This is an optimization exercise on Yosys and OpenROAD, whose aim is small area, not a production implementation. The RTL was checked by simulation tests, not by an equivalence proof against the original design.

==> flow/config.mk <==
export PLATFORM = sky130hd
export DESIGN_NAME = fir
export DESIGN_NICKNAME = fir
export VERILOG_FILES = /design/flow/design.v
export SDC_FILE = /design/flow/constraint.sdc
export NUM_CORES = 4
export LEC_CHECK = 0
export CAP_MARGIN = 20
export CORE_MARGIN = 2
export CORE_UTILIZATION = 40
export SLEW_MARGIN = 20
==> flow/constraint.sdc <==
create_clock -name core_clock -period 7.0 [get_ports {clk}]
set_input_delay 1.4000 -clock core_clock [delete_from_list [all_inputs] [get_ports {clk}]]
set_output_delay 1.4000 -clock core_clock [all_outputs]
set_load 0.01 [all_outputs]
==> flow/design.v <==
`timescale 1ns / 1ps
module fir
#(
    parameter   DIN_WIDTH    = 8    ,    
                FIR_TAP      = 16   ,    
                COEF_WIDTH   = 8    ,    
                DOUT_WIDTH   = 8        
)
(
    input           clk         ,
    input           rst_n       ,
    input           load_sw     ,                
    input       [ DIN_WIDTH-1:0]    data_in ,    
    input       [COEF_WIDTH-1:0]    coff_in ,    
    output      [DOUT_WIDTH-1:0]    data_out     
    );
localparam  PROD_WIDTH   = DIN_WIDTH + COEF_WIDTH,  
            ADD_WIDTH    = PROD_WIDTH + clogb2(FIR_TAP) ; 
reg [DIN_WIDTH-1:0] data_in_r;
wire [ADD_WIDTH-1:0] data_out_w;
reg [COEF_WIDTH-1:0] coff [FIR_TAP-1:0];     
wire [PROD_WIDTH-1:0] prod [FIR_TAP-1:0];    
reg [ADD_WIDTH-1:0] sum [FIR_TAP-1:0];       
always @(posedge clk or negedge rst_n) begin: LOAD
    integer i;
    if (!rst_n) begin
        for (i = 0; i <= FIR_TAP-1; i = i +1) begin
            coff[i] <= 'd0;
        end
        data_in_r <= 'd0;
    end else if(!load_sw) begin      
        coff[FIR_TAP-1] <= coff_in;
        for (i = FIR_TAP-1; i > 0; i = i -1) begin
            coff[i-1] <= coff[i];
        end
    end else begin
        data_in_r <= data_in;        
    end
end
genvar k;
generate
    for (k = 0; k < FIR_TAP; k = k + 1) begin
        assign prod[k] = data_in_r * coff[k];
    end
endgenerate
always @(posedge clk or negedge rst_n) begin: SOP
    integer m;
    if (!rst_n) begin
        for (m = 0; m < FIR_TAP; m = m + 1) begin
            sum[m] <= 'd0;
        end
    end else begin
        sum[FIR_TAP-1] <= prod[FIR_TAP-1];
        for (m = FIR_TAP-1; m > 0; m = m - 1) begin
            sum[m-1] <= prod[m-1] + sum[m];
        end
    end
end
assign data_out_w = sum[0];
assign data_out = data_out_w[ADD_WIDTH-1:ADD_WIDTH-DOUT_WIDTH];
function integer clogb2 (input integer depth);
    begin
        for(clogb2=0; depth>1; clogb2=clogb2+1)
        depth = depth >> 1;
    end
endfunction
endmodule
==> flow/run.sh <==
#!/bin/bash
# synth_recipe.tcl (not shown) runs the flow's synth.tcl, then flattens the netlist and writes it again
# the make line also repeats each setting of config.mk as NAME=value (left out here)
make -C /OpenROAD-flow-scripts/flow DESIGN_CONFIG=/design/flow/config.mk WORK_HOME=/design/flow/orfs CLKGATE_MAP_FILE= SYNTH_SCRIPT=/design/flow/synth_recipe.tcl finish
==> notes.md <==
outcome=no timing/DRC/antenna violations; antenna cells=0; wire length per cell=15.4 um; Synth warnings=3; Buffers on Ports=26; WP data required=7580 ps; arrival time of the worst setup path=6300 ps; MaxCap Viol Count=0; maximum clock rate=175 MHz; DRT antenna net count=0; # hold bufs at CTS=0; Layout Utilization=0.431; clock sinks=434; Final Hold Violating Endpoints=0; largest net degree at the start of global routing=120; share of layout cells above drive strength 1=0.0542; final WL=115000 um; # DRC=0; number of enable flip-flop cells after synthesis=0; Clk pin slew, worst setup/hold paths=60 ps; DIE AREA=0.139 mm^2; Min Hold Slack=432 ps; 1st-pass router iterations=5; Yosys reg bits=434; cells after synthesis=5741; nets=7078; Setup TNS=0 ps; initial antenna violation count=1; clk buf depth=3; ys flop type=dfrtp_1; Clock Latency Late Sink=670 ps; Die X=373 um; distinct cell type count after synthesis=78; TritonCTS Buffers=57; root buffer cell=clkbuf_16; global-route wire length before repair=199000 um; Via density=4.77; Pins Over Slew Limit=0; area delta synth->final=7.26%; CTS tree=yes; Ports=27; period utilization=0.818; initial cell density of the core=0.402; area of the mapped netlist=0.0544 mm^2; Die Ht=373 um; gr ovfl total=0; Final setup viols=0; Post-CTS Repair Setup Buffers=0; Post-CTS Resized=0; worst min path class=reg2reg; drt first-iter violations=1379; Rows=135; placed wire-length estimate=86400 um; CP Launch Type=flop; crit end category=flop; FF-to-FF setup slack=1280 ps; RSZ-0062 raised after global routing=false; Via Count=35600; crit path kind=reg2reg; syn nets=7187; H-tree depth=2; Post-Layout Inst Area=0.0584 mm^2; Setup Skew=39.8 ps; Seq/Total Area, Yosys=0.200; Crit Path Max Fanout=62; Mean Syn Cell Area=9.48 um^2; vias in the first global route=38868; floorplan core area=0.135 mm^2; actual slew at the worst max-slew pin=980 ps; post-route minimum period=5720 ps; Placer Congestion=0.821; DP Area=0.0564 mm^2; share of flip-flops with an asynchronous set or reset=1.00; GRT Util Overall=0.174; Rel. slew slack=0.346
==> sequential cells by signal, indices dropped and copies added, names as in the netlist <==
signal and cells:
sum 298, coff 128, data_in_r 8
==> cell families after synthesis <==
logic type / Yosys count / share of synthesized area
adder cells (fa/ha/maj): 1427 / 0.437
XOR/XNOR: 201 / 0.0324
AND/OR/NAND/NOR: 1350 / 0.125
multiplexers: 139 / 0.0287
flip-flops: 434 / 0.200
buffers and inverters: 1711 / 0.118
AO/OA/AOI/OAI: 479 / 0.0593
==> cells in the final DEF, fill, tap and decap left out, types with 8 or more instances in the layout <==
master and instances:
nand2_1 543, nand4_1 11, clkbuf_16 58, nor2_1 94, clkdlybuf4s50_1 24, a21oi_1 135
o21bai_1 21, nand2b_1 21, o21a_1 40, ha_1 641, a31oi_1 20, clkinv_2 9
mux2_2 136, and2_1 551, buf_4 34, nand3_1 27, o21ai_0 82, fa_1 786
nor2b_1 26, or3_1 8, xnor2_1 147, and3_1 10, nor3_1 31, a211oi_1 19
clkbuf_8 9, inv_1 1480, xor2_1 54, dfrtp_4 8, clkbuf_1 12, dfrtp_1 426
a21o_1 71
==> worst paths after layout <==
| kind | start | to | cells after the start |
|---|---|---|---|
| worst max-delay path | data_in_r[5] | sum[10][19] | 17 |
| worst min-delay path | sum[1][19] | sum[0][19] | 1 |
| worst max register to register | data_in_r[5] | sum[10][19] | 17 |
| worst min register to register | sum[1][19] | sum[0][19] | 1 |
| max in group asynchronous | rst_n | sum[11][7] | 2 |
| min in group asynchronous | rst_n | sum[1][3] | 1 |
==> critical path: stages, from the launching register on <==
cell and delay, ps:
dfrtp_4 1050, buf_4 470, nand2_1 130, fa_1 530, inv_1 60, fa_1 480
fa_1 490, inv_1 50, fa_1 470, inv_1 40, ha_1 200, a2111o_1 400
a31oi_1 250, o21ai_0 210, a31oi_1 290, nor2b_1 70, o21ai_0 240, xnor2_1 160
==> synthesized netlist by cell type (3+ instances only) <==
cell type / number / area [um^2]
nor2b_1: 26 / 163
o211ai_1: 6 / 45.0
a21o_1: 71 / 533
o31ai_1: 6 / 45.0
o31a_1: 3 / 26.3
o2111ai_1: 4 / 35.0
a31o_2: 6 / 52.6
ha_1: 641 / 8020
a2111oi_4: 3 / 82.6
mux2_2: 136 / 1530
clkbuf_1: 192 / 721
or3_1: 8 / 50.1
dfrtp_1: 434 / 10900
inv_1: 1480 / 5560
fa_1: 786 / 15700
a211oi_2: 3 / 37.5
a21boi_0: 6 / 45.0
nor3_1: 31 / 155
a31oi_1: 20 / 125
a21oi_1: 135 / 676
nand3_1: 27 / 135
buf_1: 37 / 139
o21bai_1: 21 / 158
o21ai_0: 82 / 410
or2_2: 4 / 25.0
a41o_1: 5 / 50.1
nand4_1: 11 / 68.8
o21ai_1: 3 / 15.0
o21ai_2: 3 / 26.3
or4_1: 3 / 22.5
a2111o_1: 3 / 33.8
xor2_1: 54 / 473
nand2b_1: 21 / 131
and2_1: 551 / 3450
o21a_1: 40 / 300
nand2_1: 543 / 2040
a211o_1: 4 / 35.0
a2111oi_0: 3 / 26.3
nor2_1: 94 / 353
and3_1: 10 / 62.6
nor4_1: 7 / 43.8
a211oi_1: 19 / 143
mux2i_1: 3 / 30.0
nand3b_1: 5 / 37.5
xnor2_1: 147 / 1290
==> layout make-up <==
class                   count  area, um^2
well taps                1781        2230
clock buffers              79        1620
flip-flops and latches    434       10900
inverters                1480        5560
multi-input cells        3596       37100
repair buffers             63         582
clock inverters            26         357
fillers                 13103       76900
==> stage by stage <==
step	std cells	worst slack, ps
CTS	7459	1310
global route	7459	993
floorplan	5741	1920
global placement	7354	1420
detailed placement	7354	1300
finish	7459	1280
==> per-layer routing <==
layer  global-route usage  routed length (um)  vias to the layer above  part of all wire
li1                     -                   -                    16988                 -
met1                0.237               54700                    18127              0.48
met2                0.302               55600                      375              0.48
met3               0.0153                2950                      110             0.026
met4               0.0356                1830                        0             0.016
met5                    0                   0                        -                 0

## static timing again, ports no longer ideal
How much do the figures lean on ideal ports? The routed layout below was timed once more, with nothing changed but the port constraints. Step 1 (the two cells are an assumption about what drives the block):
set clk [get_ports {clk}]
set_driving_cell -lib_cell sky130_fd_sc_hd__clkbuf_16 $clk
set_driving_cell -lib_cell sky130_fd_sc_hd__buf_2 [delete_from_list [all_inputs] $clk]
Step 2 adds t to the input delays and takes it off the output delays; t is the mean of the earliest and latest rising clock arrival at the registers after step 1. Input paths then give back, and output paths get back, about the clock's delay inside the block. Three values: ideal ports, drivers, drivers and shift; two values: the first two.
shift t [ns]: 0.724
slack for setup (ns): 1.276 / 1.276 / 1.276
worst slew at a driven data input, ns: 0.06
After both steps setup and hold are still met in this run. The setup slack of this run moves by 0.000 ns with the drivers and by 0.000 ns with both steps.
